Context: an optimization exercise on an open-source flow, tuned for small area, a short achievable clock period and few clock cycles per item. The choices shown serve that exercise and are no tape-out recipe.
Function not checked in this run: the RTL went through the layout flow alone.
No activity file was given, so power comes from the tool's default toggle rates.

File: flow/run.sh
#!/bin/bash
# synth_recipe.tcl (not shown) runs the flow's synth.tcl, then flattens the netlist and writes it again
# the make line also repeats each setting of config.mk as NAME=value (left out here)
make -C /OpenROAD-flow-scripts/flow DESIGN_CONFIG=/design/flow/config.mk WORK_HOME=/design/flow/orfs CLKGATE_MAP_FILE= SYNTH_SCRIPT=/design/flow/synth_recipe.tcl finish
File: flow/config.mk
export PLATFORM = sky130hd
export DESIGN_NAME = Binary_to_BCD
export DESIGN_NICKNAME = Binary_to_BCD
export VERILOG_FILES = /design/flow/design.v
export SDC_FILE = /design/flow/constraint.sdc
export NUM_CORES = 4
export LEC_CHECK = 0
export CAP_MARGIN = 20
export CORE_MARGIN = 2
export CORE_UTILIZATION = 40
export PLACE_DENSITY = 0.6
export SLEW_MARGIN = 20
File: flow/constraint.sdc
create_clock -name core_clock -period 5.0 [get_ports {clk}]
set_input_delay 1.0000 -clock core_clock [delete_from_list [all_inputs] [get_ports {clk}]]
set_output_delay 1.0000 -clock core_clock [all_outputs]
set_load 0.01 [all_outputs]
File: flow/design.v
module Binary_to_BCD
  #(parameter INPUT_WIDTH = 28,
    parameter DECIMAL_DIGITS = 8,
    parameter s_IDLE              = 3'b000,
    parameter s_SHIFT             = 3'b001,
    parameter s_CHECK_SHIFT_INDEX = 3'b010,
    parameter s_ADD               = 3'b011,
    parameter s_CHECK_DIGIT_INDEX = 3'b100,
    parameter s_BCD_DONE          = 3'b101
    )
  (
   input                         clk,  
   input                         rst,  
   input [INPUT_WIDTH-1:0]       i_Binary,  
   input                         i_Start,  
   output [DECIMAL_DIGITS*4-1:0] o_BCD,  
   output                        o_DV    
   );
 reg [2:0] r_SM_Main;
  reg [DECIMAL_DIGITS*4-1:0] r_BCD;
  reg [INPUT_WIDTH-1:0]      r_Binary;
  reg [DECIMAL_DIGITS-1:0]   r_Digit_Index;
  reg [7:0]                  r_Loop_Count;
  wire [3:0]                 w_BCD_Digit;
  reg                        r_DV;                       
  always @(posedge clk)
    begin
     if (rst)
      begin
        r_SM_Main     <= s_IDLE;
        r_BCD         <= 0;
        r_Binary      <= 0;
        r_Digit_Index <= 0;
        r_Loop_Count  <= 0;
        r_DV          <= 1'b0;
      end
     else
      case (r_SM_Main) 
        s_IDLE :
          begin
            r_DV <= 1'b0;
            if (i_Start == 1'b1)
              begin
                r_Binary  <= i_Binary;
                r_SM_Main <= s_SHIFT;
                r_BCD     <= 0;
              end
            else
              r_SM_Main <= s_IDLE;
          end
        s_SHIFT :
          begin
            r_BCD     <= r_BCD << 1;
            r_BCD[0]  <= r_Binary[INPUT_WIDTH-1];
            r_Binary  <= r_Binary << 1;
            r_SM_Main <= s_CHECK_SHIFT_INDEX;
          end          
        s_CHECK_SHIFT_INDEX :
          begin
            if (r_Loop_Count == INPUT_WIDTH-1)
              begin
                r_Loop_Count <= 0;
                r_SM_Main    <= s_BCD_DONE;
              end
            else
              begin
                r_Loop_Count <= r_Loop_Count + 1;
                r_SM_Main    <= s_ADD;
              end
          end
        s_ADD :
          begin
            if (w_BCD_Digit > 4)
              begin                                     
                r_BCD[(r_Digit_Index*4)+:4] <= w_BCD_Digit + 3;  
              end
            r_SM_Main <= s_CHECK_DIGIT_INDEX; 
          end       
        s_CHECK_DIGIT_INDEX :
          begin
            if (r_Digit_Index == DECIMAL_DIGITS-1)
              begin
                r_Digit_Index <= 0;
                r_SM_Main     <= s_SHIFT;
              end
            else
              begin
                r_Digit_Index <= r_Digit_Index + 1;
                r_SM_Main     <= s_ADD;
              end
          end
        s_BCD_DONE :
          begin
            r_DV      <= 1'b1;
            r_SM_Main <= s_IDLE;
          end
        default :
          r_SM_Main <= s_IDLE;
      endcase
    end  
  assign w_BCD_Digit = r_BCD[r_Digit_Index*4 +: 4];
  assign o_BCD = r_BCD;
  assign o_DV  = r_DV;
endmodule  
==> flow_results.org <==
** Outcome
- The flow ran to the end and the layout has no timing, DRC or antenna violations.

** Placed design
- Routability-driven placement finished with a final weighted congestion of 0.950.
- Number of placed instances with taps included :: 751
- Area after detailed placement :: 0.00527 mm²
- In this run the tool buffered the top-level ports with 63 buffer cells.
- Summed over all nets, the half-perimeter wirelength after detailed placement is 9050 µm.

** Run
- Max-cap violations in this run came to 0.

** Routing
- In this run the remaining antenna-violating nets after routing total 0.
- The first routing iteration left 369 violations.
- After detailed routing, the number of remaining DRC violations is 0.
- Drt pass-1 iters :: 6
- Mean number of vias per cell :: 5.77
- Post-detailed-routing wire length :: 12900 µm
- Summing over every cut layer, the via total after detailed routing is 4426.
- Mean routed wirelength per cell :: 16.8 µm

** Pwr
- IR analysis of the VDD net gives a maximum drop of 0.197 mV.
- PwrDens :: 273 mW/mm²
- Per report_power, the combinational group accounts for 13.5% of the total.
- Leakage component of the power :: 1.89 nW
- Clock power share :: 40.8%
- NetSw :: 0.411 mW
- Sequential cells burn 45.7% of the power.
- Of the total power, the share spent switching nets is 27.2%.
- Design internal power :: 1.10 mW

** CTS
- Post-cts repair resize count :: 0
- TritonCTS built the clock tree.
- Clock transition at the registers of the reported paths :: 0.06 ns
- Clock insertion delay at the later pin of the skew report :: 0.35 ns
- Clk buf depth :: 2
- Post-CTS setup buffer count :: 0
- Hold_buf cts :: 0
- Inserted Clock Buffers :: 9
- In this run the number of H-tree levels came out at 3.
- CTS root buffer :: sky130_fd_sc_hd__clkbuf_16
- Counting every sink on the clock net gives 80.

** Floorplanning
- Effective utilization at floorplan :: 40.6%
- 64 I/O pins were placed.
- In this run the standard cell core region covers 0.0113 mm².
- After floorplanning, the core was divided into 39 placement rows.
- The floorplan step set the die height to 111 µm.
- Die area :: 0.0123 mm²
- The floorplan step set the die width to 111 µm.

** Yosys
- In this run, synthesis produced a sequential element count of 80.
- Sequential element share of the synthesized area :: 35.0%
- YS warnings :: 1
- Nets in the synthesized netlist :: 617
- Cell area after synthesis :: 0.00457 mm²
- Most frequently used flop master after synthesis :: sky130_fd_sc_hd__dfxtp_1
- Post-Syn Area per Cell :: 7.88 µm²
- Number of flops mapped to enable cells by yosys :: 0
- Synthesized instance count :: 580
- After synthesis, the share of flip-flops with an asynchronous set or reset is 0%.
- Distinct cell type count of the synthesized netlist :: 62

** STA
- Slew at the pin with the worst max-slew slack :: 1.08 ns
- Setup skew after layout :: 0.00626 ns
- Setup repair after global routing left no endpoint under its margin.
- The max-slew violation count is 0.
- Subtracting the final worst setup slack from the clock period gives 3.99 ns.
- Setup total negative slack on the finished layout was measured at 0 ns.
- After layout, the worst path uses 79.8% of the clock period.
- The worst pin sits at a relative slew slack of 27.3%.
- Endpoints failing hold :: 0
- Setup violations remaining at the end of the flow were counted as 0.
- Timing would allow up to 0.251 GHz.

** Setup path
- The setup path with the least slack is of type reg -> reg.
- At the worst endpoint, the arrival time is 4.28 ns.
- The worst setup path is captured at a register.
- Kind of start point of the critical path :: register
- Maximum fanout along the worst path :: 34
- At the worst endpoint, the required time is 5.29 ns.

** Final layout
- 0 antenna diodes ended up in the layout.
- Final cell count without fillers :: 767
- Fin util :: 49.2%
- Commonest non-fill, non-tap cell in the layout :: sky130_fd_sc_hd__nand2_1
- The library cells used most frequently in the layout, excluding fill and tap cells, are sky130_fd_sc_hd__nand2_1 (121), sky130_fd_sc_hd__dfxtp_1 (80), sky130_fd_sc_hd__clkdlybuf4s50_1 (63).
- The finished cells cover 0.00554 mm².
- Area growth from synthesis to layout :: 21.2%
- Share of layout cells above drive strength 1 :: 7.37%
- Number of nets in the layout :: 656

** Hold path
- The min-delay analysis places its worst path in the category reg -> reg.

** Global routing
- The initial antenna violation count is 0.
- Number of global-route vias before repair :: 4172
- After global routing the overflow that remains totals 0.
- First-pass GRT wire length :: 21000 µm
- Pin count of the biggest net entering global routing :: 55
- All-layer global routing usage :: 21.2%
## state kept, by name (all words and copies together), names as in the netlist
signal and cells:
r_DV 1, r_BCD 32, r_SM_Main 3, r_Digit_Index 8
r_Loop_Count 8, r_Binary 28
## kinds of logic (layout without fill, tap and decap cells)
logic type | Yosys count | count (layout) | share of synthesized area, %
flops | 80 | 80 | 35.0
fa+ha+maj | 6 | 6 | 1.64
simple gates | 269 | 269 | 27.3
xor+xnor | 15 | 15 | 2.87
compound gates | 126 | 126 | 20.6
buf+inv | 55 | 99 | 5.14
mux | 29 | 29 | 7.39
## metrics by stage
| step | total power, mW | worst slack (ns) | hold slack [ns] |
|---|---|---|---|
| 3_3_place_gp | 0.906 | 1.28 | 0.470 |
| 2_1_floorplan | 0.839 | 1.79 | 0.459 |
| 3_5_place_dp | 0.910 | 1.11 | 0.473 |
| 5_1_grt | 1.58 | 0.680 | 0.506 |
| 6_report | 1.51 | 1.01 | 0.481 |
| 4_1_cts | 1.53 | 1.05 | 0.485 |
## power by group through the flow
stage / Combinational [mW] / Sequential [mW] / Clock (mW)
floorplan: 0.141 / 0.699 / 0
global placement: 0.203 / 0.704 / 0
detailed placement: 0.206 / 0.704 / 0
CTS: 0.206 / 0.691 / 0.630
global route: 0.227 / 0.695 / 0.657
finish: 0.205 / 0.691 / 0.617
## per-layer routing
layer	GRT usage, %	wire length, µm	up-vias	share of wire, %
met2	33.8	5970	123	46
met5	0	0	-	0
li1	-	-	2170	-
met4	9.83	291	0	2.3
met1	28.0	5880	2112	46
met3	3.55	766	21	5.9
## final timing paths
check | start | to | slack, ns | cells after the start
setup / recovery | r_Digit_Index[1] | r_BCD[15] | 1.01 | 13
hold reg to reg | r_Binary[20] | r_Binary[20] | 0.48 | 2
setup reg to reg | r_Digit_Index[1] | r_BCD[15] | 1.01 | 13
hold / removal | r_Binary[20] | r_Binary[20] | 0.48 | 2
## cell usage after synthesis (3+ instances only)
master                        n  area share, %
sky130_fd_sc_hd__dfxtp_1     80             35
sky130_fd_sc_hd__o2bb2ai_1    5           0.96
sky130_fd_sc_hd__nand3_1     10            1.1
sky130_fd_sc_hd__a22oi_1      7            1.1
sky130_fd_sc_hd__inv_1       10           0.82
sky130_fd_sc_hd__a21oi_1     22            2.4
sky130_fd_sc_hd__xnor2_1      5           0.96
sky130_fd_sc_hd__clkbuf_1    28            2.3
sky130_fd_sc_hd__buf_4        3           0.49
sky130_fd_sc_hd__nand2_1    121            9.9
sky130_fd_sc_hd__o21bai_1     6           0.98
sky130_fd_sc_hd__buf_1        5           0.41
sky130_fd_sc_hd__nor2b_1      9            1.2
sky130_fd_sc_hd__nor4_1       3           0.41
sky130_fd_sc_hd__mux4_2       3            1.5
sky130_fd_sc_hd__nor2_1      58            4.8
sky130_fd_sc_hd__nand2b_1    12            1.6
sky130_fd_sc_hd__a211oi_1     5           0.82
sky130_fd_sc_hd__o21ai_0     17            1.9
sky130_fd_sc_hd__ha_1         6            1.6
sky130_fd_sc_hd__and3_1       3           0.41
sky130_fd_sc_hd__xor2_1      10            1.9
sky130_fd_sc_hd__a2bb2oi_1    3           0.57
sky130_fd_sc_hd__nand4_1     14            1.9
sky130_fd_sc_hd__mux2_2       4           0.98
sky130_fd_sc_hd__buf_2        8           0.88
sky130_fd_sc_hd__o221ai_1    17            3.3
sky130_fd_sc_hd__mux2i_1     21            4.6
sky130_fd_sc_hd__nor3_1      15            1.6
sky130_fd_sc_hd__a311oi_1    27            5.2
sky130_fd_sc_hd__or3_1        5           0.68
## worst max-delay path, cell delays in order, from the launching register on
cell and delay (ns):
sky130_fd_sc_hd__dfxtp_1 0.61, sky130_fd_sc_hd__buf_4 0.33, sky130_fd_sc_hd__mux4_2 0.22, sky130_fd_sc_hd__nand2_1 0.04, sky130_fd_sc_hd__o21ai_0 0.15, sky130_fd_sc_hd__nand2_1 0.28, sky130_fd_sc_hd__ha_1 0.29, sky130_fd_sc_hd__a211oi_1 0.22
sky130_fd_sc_hd__nand4_1 0.15, sky130_fd_sc_hd__a311o_1 0.33, sky130_fd_sc_hd__buf_4 0.24, sky130_fd_sc_hd__or2_1 0.51, sky130_fd_sc_hd__nor4_1 0.41, sky130_fd_sc_hd__a211o_1 0.14
## final cells by class
class / instances / area, µm²
Inverter: 10 / 37.5
Clock buffer: 11 / 243
Multi-Input combinational cell: 445 / 2740
Fill cell: 1109 / 5730
Tap cell: 143 / 179
Timing Repair Buffer: 73 / 706
Clock inverter: 5 / 32.5
Sequential cell: 80 / 1600

[static timing again, ports no longer ideal]
In the flow no input, the clock included, has a driving cell. The finished layout below was timed again as built, in two steps.
Step 1 (the two cells are an assumption about what drives the block):
set clk [get_ports {clk}]
set_driving_cell -lib_cell sky130_fd_sc_hd__clkbuf_16 $clk
set_driving_cell -lib_cell sky130_fd_sc_hd__buf_2 [delete_from_list [all_inputs] $clk]
Step 2 also shifts input and output timing later by t, the mid clock arrival at the registers, as if the neighbouring blocks saw the same clock.
Slacks: ideal ports / drivers / drivers and shift; pairs: ideal ports / drivers.
t, ns: 0.384
setup WS [ns]: 1.013 / 1.013 / 1.013
worst register clock-pin slew, ns: 0.06 / 0.06
worst slew at a driven data input, ns: 0.04
After both steps this run still meets setup and hold. For this run, drivers alone change the setup slack by 0.000 ns; drivers and shift together by 0.000 ns.
